Source: an optimization exercise on an open RTL-to-GDS flow (aim: small area and a short achievable clock period). Production flows keep margins and buffers that such runs may drop. RTL that was checked went through simulation tests only; none was proved equivalent to the original.

Setup of job 3405:
// CTE
module CTE ( clk, reset, op_mode, in_en, yuv_in, rgb_in, busy, out_valid, rgb_out, yuv_out);
input   clk ;
input   reset ;
input   op_mode;
input   in_en;
output  busy;
output  out_valid;
input   [7:0]   yuv_in;
output  [23:0]  rgb_out;
input   [23:0]  rgb_in;
output  [7:0]   yuv_out;
reg [1:0] cnt;
reg busy_r, valid_r;
reg [23:0] d;
reg [15:0] np;
assign busy = busy_r;
assign out_valid = valid_r;
wire [7:0] yy = d[7:0], uu = d[23:16], vv = d[15:8];
wire [12:0] zz = np[12:0];
wire [23:0] rgb;
assign rgb_out = rgb;
wire m0_0 = ~zz[12] & (zz[11] | zz[3]);
wire m0_1 = ~zz[12] & (zz[11] | zz[4]);
wire m0_2 = ~zz[12] & (zz[11] | zz[5]);
wire m0_3 = ~zz[12] & (zz[11] | zz[6]);
wire m0_4 = ~zz[12] & (zz[11] | zz[7]);
wire m0_5 = ~zz[12] & (zz[11] | zz[8]);
wire m0_6 = ~zz[12] & (zz[11] | zz[9]);
wire m0_7 = ~zz[12] & (zz[11] | zz[10]);
wire m0_8 = ~uu[0];
wire m0_9 = ~uu[1];
wire m0_10 = ~uu[2];
wire m0_11 = ~uu[3];
wire m0_12 = ~uu[4];
wire m0_13 = ~uu[5];
wire m0_14 = ~uu[6];
wire m0_15 = ~vv[0];
wire m0_16 = ~vv[1];
wire m0_17 = ~vv[2];
wire m0_18 = ~vv[3];
wire m0_19 = ~vv[4];
wire m0_20 = ~vv[5];
wire m0_21 = ~vv[6];
wire m0_22 = ~vv[7];
wire m0_23, m0_24;
CTE_ha m0_i25 (.a(yy[0]), .b(m0_10), .s(m0_23), .co(m0_24));
wire m0_25, m0_26;
CTE_ha m0_i27 (.a(yy[1]), .b(m0_11), .s(m0_25), .co(m0_26));
  ...
export LEC_CHECK = 0
export ABC_AREA = 1
export CAP_MARGIN = 20
export CORE_MARGIN = 2
export CORE_UTILIZATION = 40
export SLEW_MARGIN = 20
export SYNTH_HIERARCHICAL = 1
create_clock -name core_clock -period 25.0 [get_ports {clk}]
standard.sh (not shown) runs the stock make flow with config.mk's settings and CLKGATE_MAP_FILE= SYNTH_SCRIPT=/design/flow/synth_recipe.tcl, a recipe that flattens the netlist after the stock synthesis.
==> flow/flow/run.sh <==
#!/bin/bash
# Standard layout (the standard.sh: standard synthesis and ORFS flow), with the
# port buffers made from buf_2 instead of the default delay buffer.
set -euo pipefail
bash standard.sh "BUFFER_PORTS_ARGS=-buffer_cell sky130_fd_sc_hd__buf_2" finish > standard_flow.log 2>&1
The following lists how job 3301 was set up differently from job 3405:
# job 3405
export LEC_CHECK = 0
export ABC_AREA = 1
export CAP_MARGIN = 20
export CORE_MARGIN = 2
export CORE_UTILIZATION = 40
export SLEW_MARGIN = 20
export SYNTH_HIERARCHICAL = 1
create_clock -name core_clock -period 25.0 [get_ports {clk}]
# job 3301
export LEC_CHECK = 0
export CAP_MARGIN = 20
export CORE_MARGIN = 2
export CORE_UTILIZATION = 40
export SLEW_MARGIN = 20
export SYNTH_HIERARCHICAL = 1
create_clock -name core_clock -period 25.0 [get_ports {clk}]
==> comparison <==
Looking at sum of routed wire length over all layers across both flows, job 3301 is the stronger of the two, with job 3405 trailing. As far as relative area change from synthesis to final layout is concerned, job 3301 and job 3405 perform about the same. Diff job 3405 -> job 3301: core area went down by about 7%, post-layout worst setup margin went down by 0.39 ns, final cell count went down by about 20%, final design instance area without fill went down by 6.1%, fmax went down by 4.1%. The final reports for job 3301 and job 3405 show multi-input gate share of total cell area higher in the former. Side by side, flip-flop and latch share of the layout cell area turned out higher in job 3301 than in job 3405. Going from job 3405 to job 3301, total half-perimeter wirelength after legalization and detailed placement shrinks by about 18%. Job 3405 ended up with yuv_out[4] as its endpoint of the worst setup timing path; job 3301 ended up with yuv_out[7].
Input-level comparison between job 9519 and job 3301:
# job 3301
export LEC_CHECK = 0
export CAP_MARGIN = 20
export CORE_MARGIN = 2
export CORE_UTILIZATION = 40
export SLEW_MARGIN = 20
export SYNTH_HIERARCHICAL = 1
create_clock -name core_clock -period 25.0 [get_ports {clk}]
# job 9519
export LEC_CHECK = 0
export ABC_CLOCK_PERIOD_IN_PS = 4500
export CAP_MARGIN = 20
export CORE_MARGIN = 2
export CORE_UTILIZATION = 40
export SLEW_MARGIN = 20
export SYNTH_HIERARCHICAL = 1
create_clock -name core_clock -period 25.0 [get_ports {clk}]
Findings:
Job 9519 reached the end of the flow, and the finished layout is clean on the timing, design-rule and antenna checks. Job 3301: PASS, flow complete, no timing, DRC or antenna violations. Diff job 3301 -> job 9519: pre-CTS setup slack stayed essentially flat; fraction of registers with async set/reset stayed essentially flat; final-layout setup total negative slack stayed essentially flat. From job 3301 to job 9519 the numbers moved as follows: non-clock buffer count flat; area inside the core boundary shows no meaningful change. Post-route minimum period: job 3301 vs job 9519 identical. Job 3301 -> job 9519: first-pass GRT wire length delta 0, exact match.
For job 149, these inputs were changed with respect to job 9519:
# job 9519
export LEC_CHECK = 0
export ABC_CLOCK_PERIOD_IN_PS = 4500
export CAP_MARGIN = 20
export CORE_MARGIN = 2
export CORE_UTILIZATION = 40
export SLEW_MARGIN = 20
export SYNTH_HIERARCHICAL = 1
create_clock -name core_clock -period 25.0 [get_ports {clk}]
# job 149
export LEC_CHECK = 0
export CAP_MARGIN = 20
export CORE_MARGIN = 2
export CORE_UTILIZATION = 40
export SLEW_MARGIN = 20
export SYNTH_HIERARCHICAL = 1
create_clock -name core_clock -period 25.0 [get_ports {clk}]
==> flow/flow/run.sh <==
#!/bin/bash
# Standard layout (the standard.sh: standard synthesis and ORFS flow), with the
# port buffers made from buf_2 instead of the default delay buffer.
set -euo pipefail
bash standard.sh "BUFFER_PORTS_ARGS=-buffer_cell sky130_fd_sc_hd__buf_2" "SETUP_SLACK_MARGIN=16.1" finish > standard_flow.log 2>&1
==> run summary <==
Job 149 went all the way through the flow, and no timing, DRC or antenna check failed. Worst hold path cell count came out exactly the same in job 9519 and job 149.

* * *

Setup of JK:
Another version of the RTL of CTE (not shown whole).
Size in the first run: ~44 flip-flops, roughly 8800 um^2 of cells after synthesis.
Settings: LEC_CHECK=0, CAP_MARGIN=20, CORE_MARGIN=2, CORE_UTILIZATION=40, SLEW_MARGIN=20, SYNTH_HIERARCHICAL=1; clock period 25.0 ns.
==> flow/flow/run.sh <==
#!/bin/bash
# Standard layout (the standard.sh: standard synthesis and ORFS flow), with the
# port buffers made from buf_2 instead of the default delay buffer.
set -euo pipefail
bash standard.sh "BUFFER_PORTS_ARGS=-buffer_cell sky130_fd_sc_hd__buf_2" finish > standard_flow.log 2>&1
Having completed the whole flow, JK delivered a layout that passed the timing, design-rule and antenna checks.
Input changes introduced in MS (baseline for comparison: JK):
Settings: SYNTH_HIERARCHICAL removed (was 1).
==> flow/flow/run.sh <==
#!/bin/bash
# Standard layout (the standard.sh: standard synthesis and ORFS flow), with the
# port buffers made from buf_2 instead of the default delay buffer, and timing repair aiming 16.5 ns above zero slack.
set -euo pipefail
bash standard.sh "BUFFER_PORTS_ARGS=-buffer_cell sky130_fd_sc_hd__buf_2" "SETUP_SLACK_MARGIN=16.5" finish > standard_flow.log 2>&1
### Flow results
On final routed wirelength across all metal layers, MS does worse than JK.
Compared MS vs JK, and sequential fraction of the synthesis area is up in MS.
Taking JK as the reference, in MS non-clock buffer count went up by 62; worst hold slack went up by 0.033 ns; later-pin clock latency in the skew report went up by 0.02 ns.
Re XOR/XNOR share of the synthesized area: JK was lower than MS.

* * *

trial 77:
CTE again, from the RTL that the note above started with.
Design CTE, start of the top module:
module CTE ( clk, reset, op_mode, in_en, yuv_in, rgb_in, busy, out_valid, rgb_out, yuv_out);
Settings: LEC_CHECK=0, CAP_MARGIN=20, CORE_MARGIN=2, CORE_UTILIZATION=40, SLEW_MARGIN=20; clock period 25.0 ns.
run.sh (not shown) runs the stock make flow with config.mk's settings and CLKGATE_MAP_FILE= SYNTH_SCRIPT=/design/flow/synth_recipe.tcl, a recipe that flattens the netlist after the stock synthesis.
Stock flow here: none of the scripts above is used.
For build 81, these inputs were changed with respect to trial 77:
==> flow/flow/run.sh (new file) <==
#!/bin/bash
# Standard layout (the standard.sh: standard synthesis and ORFS flow), with the
# port buffers made from buf_2 instead of the default delay buffer, and timing repair aiming 18 ns above zero slack.
set -euo pipefail
bash standard.sh "BUFFER_PORTS_ARGS=-buffer_cell sky130_fd_sc_hd__buf_2" "SETUP_SLACK_MARGIN=18" finish > standard_flow.log 2>&1
==> flow/standard.sh (new file) <==
#!/bin/bash
# synth_recipe.tcl (not shown) runs the flow's synth.tcl, then flattens the netlist and writes it again
# the make line also repeats each setting of config.mk as NAME=value (left out here)
make -C /OpenROAD-flow-scripts/flow DESIGN_CONFIG=/design/flow/config.mk WORK_HOME=/design/flow/orfs CLKGATE_MAP_FILE= SYNTH_SCRIPT=/design/flow/synth_recipe.tcl "${@:-finish}"
removed: flow/run.sh
--- outcome ---
Trial 77 reports its launch point of the worst path as np[6]$_DFFE_PP_ while build 81 reports np[3]$_DFFE_PP_. Going from trial 77 to build 81, via count rose 378, net count reported at finish up 5.7%, pin count of the biggest net entering global routing rose 6. Going from trial 77 to build 81, number of buffers inserted by post-CTS setup repair grows by 47. Build 81 -> trial 77: total congestion overflow after global routing delta 0, exact match.

* * *

CTE, a different RTL version from the one above (not shown whole).
Size: about 810 cells after synthesis, ~70 I/O pins, roughly 0.0077 sq mm of cells after synthesis.
Settings: LEC_CHECK=0, CAP_MARGIN=20, CORE_MARGIN=2, CORE_UTILIZATION=40, CTS_BUF_LIST=sky130_fd_sc_hd__clkbuf_8, SLEW_MARGIN=20, SYNTH_HIERARCHICAL=1; clock period 25.0 ns.
standard.sh (not shown) runs the stock make flow with config.mk's settings and CLKGATE_MAP_FILE= SYNTH_SCRIPT=/design/flow/synth_recipe.tcl, a recipe that flattens the netlist after the stock synthesis.
==> flow/flow/run.sh <==
#!/bin/bash
# Standard layout (the standard.sh: standard synthesis and ORFS flow), with the
# port buffers made from buf_1 instead of the default delay buffer.
set -euo pipefail
bash standard.sh "BUFFER_PORTS_ARGS=-buffer_cell sky130_fd_sc_hd__buf_1" finish > standard_flow.log 2>&1
The starting point went through all stages and came out clean.
Change:
--- a/flow/config.mk
+++ b/flow/config.mk
@@ -10,3 +10,2 @@
 export CORE_UTILIZATION = 40
-export CTS_BUF_LIST = sky130_fd_sc_hd__clkbuf_8
 export SLEW_MARGIN = 20
The changed run produced a clean layout; cell count is unchanged; worst hold slack is worse by 7.8 ps; routed wire length stays flat; critical path depth stays the same; worst setup slack is worse by 35 ps.
Function was not checked in any run of this note: the RTL went through the layout flow alone.

re-timing with driven ports:
No port has a modelled driver above. Below, the same layouts with a new extraction and two added sets of constraints. Step 1, drivers: a clkbuf_16 drives clk and a buf_2 each remaining input, both assumed. Step 2 adds t to the input delays and takes it off the output delays; t is the mean of the earliest and latest rising clock arrival at the registers after step 1. Input paths then give back, and output paths get back, about the clock's delay inside the block. a / b / c = no drivers / after step 1 / after step 2; a / b = the first two.
run | t, ns | setup WS [ns] | hold WS [ns] | worst setup path at the end | worst slew at a driven data input, ns
job 3405 | 0.332 | 16.001 / 15.960 / 16.176 | 0.568 / 0.568 / 0.568 | input to register | 0.04
job 3301 | 0.327 | 15.614 / 15.576 / 15.903 | 0.598 / 0.598 / 0.598 | register to output | 0.04
job 9519 | 0.327 | 15.614 / 15.576 / 15.903 | 0.598 / 0.598 / 0.598 | register to output | 0.04
job 149 | 0.329 | 15.867 / 15.829 / 16.013 | 0.589 / 0.589 / 0.589 | input to register | 0.04
JK | 0.320 | 15.564 / 15.584 / 15.264 | 0.569 / 0.569 / 0.569 | input to register | 0.03
MS | 0.339 | 15.690 / 15.649 / 15.813 | 0.602 / 0.602 / 0.602 | input to register | 0.05
trial 77 | 0.325 | 14.760 / 14.724 / 15.038 | 0.601 / 0.601 / 0.601 | input to register | 0.05
build 81 | 0.329 | 15.677 / 15.638 / 15.838 | 0.615 / 0.615 / 0.615 | input to register | 0.06
the first run of note 4 | 0.367 | 15.921 / 15.927 / 15.573 | 0.630 / 0.630 / 0.630 | input to register | 0.04
the second run of note 4 | 0.348 | 15.886 / 15.910 / 15.562 | 0.622 / 0.622 / 0.622 | input to register | 0.04
After both steps setup and hold are still met in every run listed. The setup slack of the first run of note 4, which loses most, moves by +0.006 ns with the drivers and by -0.348 ns with both steps.
